This design comes from an exercise in tuning for small area and a short achievable clock period on the open sky130 flow, not from production work.
The RTL was checked by simulation tests, not by an equivalence proof against the original design.
The flow treats the clock pin as an ideal source, which a real chip does not have.
Power figures rest on the tool's default switching activity, not on a simulated workload.

==> flow/design.v <==
module Register(s_in, r_in, d_in, s_out, r_out, d_out, clock);
parameter W = 8;
input  [15:0] s_in;
input  [7:0]  r_in;
input  [7:0]  d_in;
input         clock;
output reg [15:0] s_out;
output     [7:0]  r_out;
output reg [7:0]  d_out;
reg [W-1:0] r_q;
always @(posedge clock) begin
  s_out <= s_in;
  r_q   <= r_in[W-1:0];
  d_out <= d_in;
end
generate
  if (W < 8) begin : pad
    assign r_out = {{(8 - W){1'b0}}, r_q};
  end else begin : full
    assign r_out = r_q;
  end
endgenerate
endmodule
module Stage(s_in, r_in, nd, s_out, r_out);
parameter J = 9;
input  [15:0] s_in;
input  [7:0]  r_in;
input  [7:0]  nd;
output [15:0] s_out;
output [7:0]  r_out;
localparam WI = (J - 1 < 8) ? J - 1 : 8;
localparam WO = (J < 8) ? J : 8;
wire [7:0] rin_w = r_in & ((9'd1 << WI) - 9'd1);
wire [8:0] t     = {rin_w, s_in[15]};
wire [7:0] g0 = t[7:0] & nd;
wire [7:0] p0 = t[7:0] | nd;
wire [7:0] g1 = {g0[7] | p0[7] & g0[6], g0[6], g0[5] | p0[5] & g0[4], g0[4],
                 g0[3] | p0[3] & g0[2], g0[2], g0[1] | p0[1] & g0[0], g0[0]};
wire [7:0] p1 = {p0[7] & p0[6], p0[6], p0[5] & p0[4], p0[4],
                 p0[3] & p0[2], p0[2], p0[1] & p0[0], p0[0]};
wire [7:0] g2 = {g1[7] | p1[7] & g1[5], g1[6] | p1[6] & g1[5], g1[5], g1[4],
                 g1[3] | p1[3] & g1[1], g1[2] | p1[2] & g1[1], g1[1], g1[0]};
wire [7:0] p2 = {p1[7] & p1[5], p1[6] & p1[5], p1[5], p1[4],
                 p1[3] & p1[1], p1[2] & p1[1], p1[1], p1[0]};
wire [7:0] g3 = {g2[7:4] | p2[7:4] & {4{g2[3]}}, g2[3:0]};
wire [8:0] c  = {g3, 1'b0};
wire [7:0] x    = nd ^ c[7:0];
wire [7:0] sum  = t[7:0] ^ x;
wire       q    = t[8] | c[8];
wire [7:0] rn   = q ? sum : t[7:0];
assign s_out = {s_in[14:0], q};
assign r_out = rn & ((9'd1 << WO) - 9'd1);
endmodule
module Divider(divisor,dividend,quotient_final,remainder,clock);
input clock;
input [7:0] divisor;
input [15:0] dividend;
output [15:0] quotient_final;
output [22:0] remainder;
wire [15:0] s  [1:15];
wire [7:0]  r  [1:15];
wire [7:0]  d  [1:15];
wire [15:0] sn [1:15];
wire [7:0]  rn [1:15];
reg [15:0] s1;
reg [7:0]  d1;
always @(posedge clock) begin
  s1 <= dividend;
  d1 <= divisor;
end
assign s[1] = s1;
assign r[1] = 8'd0;
assign d[1] = 8'd0 - d1;
wire [15:0] sa;
wire [7:0]  ra;
Stage #(.J(1)) S1 (s[1], r[1], d[1], sa, ra);
Stage #(.J(2)) S2 (sa, ra, d[1], sn[1], rn[1]);
Register #(.W(2)) R2 (sn[1], rn[1], d[1], s[2], r[2], d[2], clock);
genvar k;
generate
  for (k = 2; k <= 14; k = k + 1) begin : st
    Stage #(.J(k + 1)) S (s[k], r[k], d[k], sn[k], rn[k]);
    Register #(.W((k + 1 < 8) ? k + 1 : 8)) R (sn[k], rn[k], d[k], s[k+1], r[k+1], d[k+1], clock);
  end
endgenerate
Stage #(.J(16)) S16 (s[15], r[15], d[15], sn[15], rn[15]);
wire z15 = (d[15] == 8'd0);
reg [15:0] qf;
reg [15:0] rf;
always @(posedge clock) begin
  qf <= sn[15] | {16{z15}};
  rf <= {sn[15][7:0] & {8{z15}}, rn[15]};
end
assign quotient_final = qf;
assign remainder = {7'd0, rf};
endmodule
clock: 3.0 ns
lec_check: 0
cap_margin: 20
core_margin: 2
core_utilization: 40
cts_buf_list: sky130_fd_sc_hd__clkbuf_16
cts_cluster_diameter: 100
cts_cluster_size: 30
setup_slack_margin: 1.5
slew_margin: 20
standard.sh (not shown) runs the stock make flow with config.mk's settings and CLKGATE_MAP_FILE= SYNTH_SCRIPT=/design/flow/synth_recipe.tcl, a recipe that flattens the netlist after the stock synthesis.
==> flow/flow/run.sh <==
#!/bin/bash
# The standard ORFS layout with these changes:
# - the divider steps 3..16 go to synthesis as sky130 gate netlists, which
#   flow/gen_stage.py writes from design.v (it replaces the Stage module; the
#   registers and everything else stay as in the RTL);
# - synthesis: Yosys's full-adder extraction is off (ADDER_MAP_FILE empty),
#   and ABC maps the remaining logic for delay with flow/abc_speed.script;
# - clock tree: right after TritonCTS, its root buffer (which only drives the
#   two first-level buffers) is removed and each first-level buffer is split
#   in two, so the clock port drives four buffers (flow/rmroot.tcl).
# ORFS's scripts are copied here and only those points differ.
set -euo pipefail
rm -rf scripts_local
cp -r "$FLOW_HOME/scripts" scripts_local
cp flow/abc_speed.script scripts_local/abc_speed.script
cp flow/rmroot.tcl scripts_local/rmroot.tcl
python3 - <<'PY'
p = "scripts_local/cts.tcl"
s = open(p).read()
anchor = "log_cmd clock_tree_synthesis {*}$cts_args\n"
assert anchor in s
s = s.replace(anchor, anchor + "source $::env(SCRIPTS_DIR)/rmroot.tcl\nremove_clock_root\nsplit_clock_level1 4\n")
open(p, "w").write(s)
PY
python3 flow/gen_stage.py design.v > mapped.v 2> gen_stage.log
bash standard.sh ADDER_MAP_FILE= BUFFER_PORTS_ARGS="-buffer_cell sky130_fd_sc_hd__buf_1" SCRIPTS_DIR="$PWD/scripts_local" VERILOG_FILES="$PWD/mapped.v" finish > flow_make.log 2>&1
Other scripts of this flow, unchanged in this note and not shown: flow/flow/abc_speed.script, flow/flow/gen_stage.py, flow/flow/rmroot.tcl
Edit:
- CORE_UTILIZATION: 40 -> 55
- PLACE_DENSITY: unset -> 0.7
- SETUP_SLACK_MARGIN: 1.5 -> 0.0
After rerunning: The changed run passed the timing, DRC and antenna checks. Via count is lower by 2.7%. Cell count is lower by 8.3%. Hold slack stays flat.

* * *

job 8254:
Starts from the design.v that is shown in full above.
==> flow/config.mk <==
export PLATFORM = sky130hd
export DESIGN_NAME = Divider
export DESIGN_NICKNAME = Divider
export VERILOG_FILES = /design/flow/design.v
export SDC_FILE = /design/flow/constraint.sdc
export NUM_CORES = 4
export LEC_CHECK = 0
export CAP_MARGIN = 20
export CORE_MARGIN = 2
export CORE_UTILIZATION = 60
export CTS_BUF_LIST = sky130_fd_sc_hd__clkbuf_16
export CTS_CLUSTER_DIAMETER = 60
export CTS_CLUSTER_SIZE = 30
export PLACE_DENSITY = 0.75
export SETUP_SLACK_MARGIN = 1.45
export SLEW_MARGIN = 20
==> flow/constraint.sdc <==
create_clock -name core_clock -period 3.0 [get_ports {clock}]
set_input_delay 0.6000 -clock core_clock [delete_from_list [all_inputs] [get_ports {clock}]]
set_output_delay 0.6000 -clock core_clock [all_outputs]
set_load 0.01 [all_outputs]
Scripts as last shown in full above: flow/flow/run.sh
Other scripts of this flow, unchanged in this note and not shown: flow/flow/abc_speed.script, flow/flow/gen_stage.py, flow/flow/rmroot.tcl
The flow did not stop early for job 8254: all stages ran, and the layout cleared the timing, DRC and antenna checks.
Input-level comparison between job 1961 and job 8254:
==> flow/config.mk <==
export PLATFORM = sky130hd
export DESIGN_NAME = Divider
export DESIGN_NICKNAME = Divider
export VERILOG_FILES = /design/flow/design.v
export SDC_FILE = /design/flow/constraint.sdc
export NUM_CORES = 4
export LEC_CHECK = 0
export CAP_MARGIN = 20
export CORE_MARGIN = 2
export CORE_UTILIZATION = 50
export CTS_BUF_LIST = sky130_fd_sc_hd__clkbuf_16
export CTS_CLUSTER_DIAMETER = 100
export CTS_CLUSTER_SIZE = 30
export PLACE_DENSITY = 0.7
export SETUP_SLACK_MARGIN = 1.5
export SLEW_MARGIN = 20
Results
Between job 1961 and job 8254, routing usage on met3 is higher for job 8254, job 1961 comes in under that.
Area added between synthesis and finish: job 1961 and job 8254 compared, lower one is job 8254
Job 1961 reports a higher final cell count than job 8254 does.
In the metrics for job 1961 and job 8254, the one carrying the lower register-to-register slack is job 8254.
Job 1961 vs job 8254 — multi-input logic portion of the cell area rose 1.4 points.
Max clock group share of total power across job 1961 and job 8254: job 8254
Looking at global-route usage, job 1961 sits 2.8 points below job 8254.
What job 4558 does differently from job 1961 at the input level:
==> flow/config.mk <==
export PLATFORM = sky130hd
export DESIGN_NAME = Divider
export DESIGN_NICKNAME = Divider
export VERILOG_FILES = /design/flow/design.v
export SDC_FILE = /design/flow/constraint.sdc
export NUM_CORES = 4
export LEC_CHECK = 0
export CAP_MARGIN = 20
export CORE_MARGIN = 2
export CORE_UTILIZATION = 60
export CTS_BUF_LIST = sky130_fd_sc_hd__clkbuf_16
export CTS_CLUSTER_DIAMETER = 100
export CTS_CLUSTER_SIZE = 30
export PLACE_DENSITY = 0.75
export SETUP_SLACK_MARGIN = 1.45
export SLEW_MARGIN = 20
export TNS_END_PERCENT = 0
## What came out
Taking job 1961 as the reference point, the switching portion of total power of job 4558 falls by 0.64 points. Per the comparison of job 4558 with job 1961, fraction of power consumed by the clock network shows an increase of 0.5 points, core region area saw a decrease, met3 usage picked up an extra 0.29 points, power after layout has decreased, detailed-route wire length on metal 1 +3.0%. Job 4558 -> job 1961: synthesized area delta 0, exact match. Both conditions hold for job 4558: the flow ran to the end and the final layout passed the timing, DRC and antenna checks. On job 4558: final weighted congestion in routability-driven placement is 3.1% higher than what job 1961 gave. Against job 1961, job 4558 comes in 680 sq um lower on post-route cell area. Worst ir drop on vdd: job 1961 and job 4558 compared, lower one is job 1961.
Inputs modified between job 4558 and job 1680:
-- flow/config.mk --
<<< job 4558, line 7
export LEC_CHECK = 0
export CAP_MARGIN = 20
export CORE_MARGIN = 2
export CORE_UTILIZATION = 60
>>> job 1680, line 7
export LEC_CHECK = 0
export CAP_MARGIN = 20
export CORE_ASPECT_RATIO = 2.0
export CORE_MARGIN = 2
export CORE_UTILIZATION = 60
<<< job 4558, line 15
export SETUP_SLACK_MARGIN = 1.45
export SLEW_MARGIN = 20
export TNS_END_PERCENT = 0
>>> job 1680, line 16
export SETUP_SLACK_MARGIN = 1.45
export SLEW_MARGIN = 20
[summary]
- Job 1680 closes out successfully: all stages finished, all timing, DRC and antenna checks passed.
- Looking at the reports, job 4558 completed the entire flow and the layout it produced met the timing, DRC and antenna checks.
- Going from job 4558 to job 1680, fraction of synthesis flops using an asynchronous set or reset pin was more or less identical, number of enable flip-flop cells after synthesis was more or less identical, power consumption went up by about 3.3%.

==> static timing again, ports no longer ideal <==
No port has a modelled driver above. Below, the same layouts with a new extraction and two added sets of constraints. Step 1 assumes that a clkbuf_16 drives the clock port and a buf_2 every other input. Step 2, shift: input delay + t, output delay - t, t = (earliest + latest rising clock arrival at the registers) / 2. This alone moves slack from input paths to output paths. a / b / c = ideal ports / drivers / drivers and shift; a / b = the first two.
run | shift t [ns] | slack for setup (ns) | slew at the worst register clock pin (ns) | worst data-port slew with drivers (ns)
the first run of note 1 | 0.435 | 1.513 / 1.484 / 1.513 | 0.11 / 0.11 | 0.03
the second run of note 1 | 0.417 | 1.266 / 1.266 / 1.266 | 0.11 / 0.11 | 0.03
job 8254 | 0.434 | 1.500 / 1.488 / 1.500 | 0.10 / 0.10 | 0.03
job 1961 | 0.419 | 1.530 / 1.502 / 1.530 | 0.11 / 0.11 | 0.03
job 4558 | 0.418 | 1.475 / 1.475 / 1.475 | 0.11 / 0.11 | 0.03
job 1680 | 0.416 | 1.445 / 1.445 / 1.445 | 0.12 / 0.12 | 0.03
After both steps setup and hold are still met in every run listed.
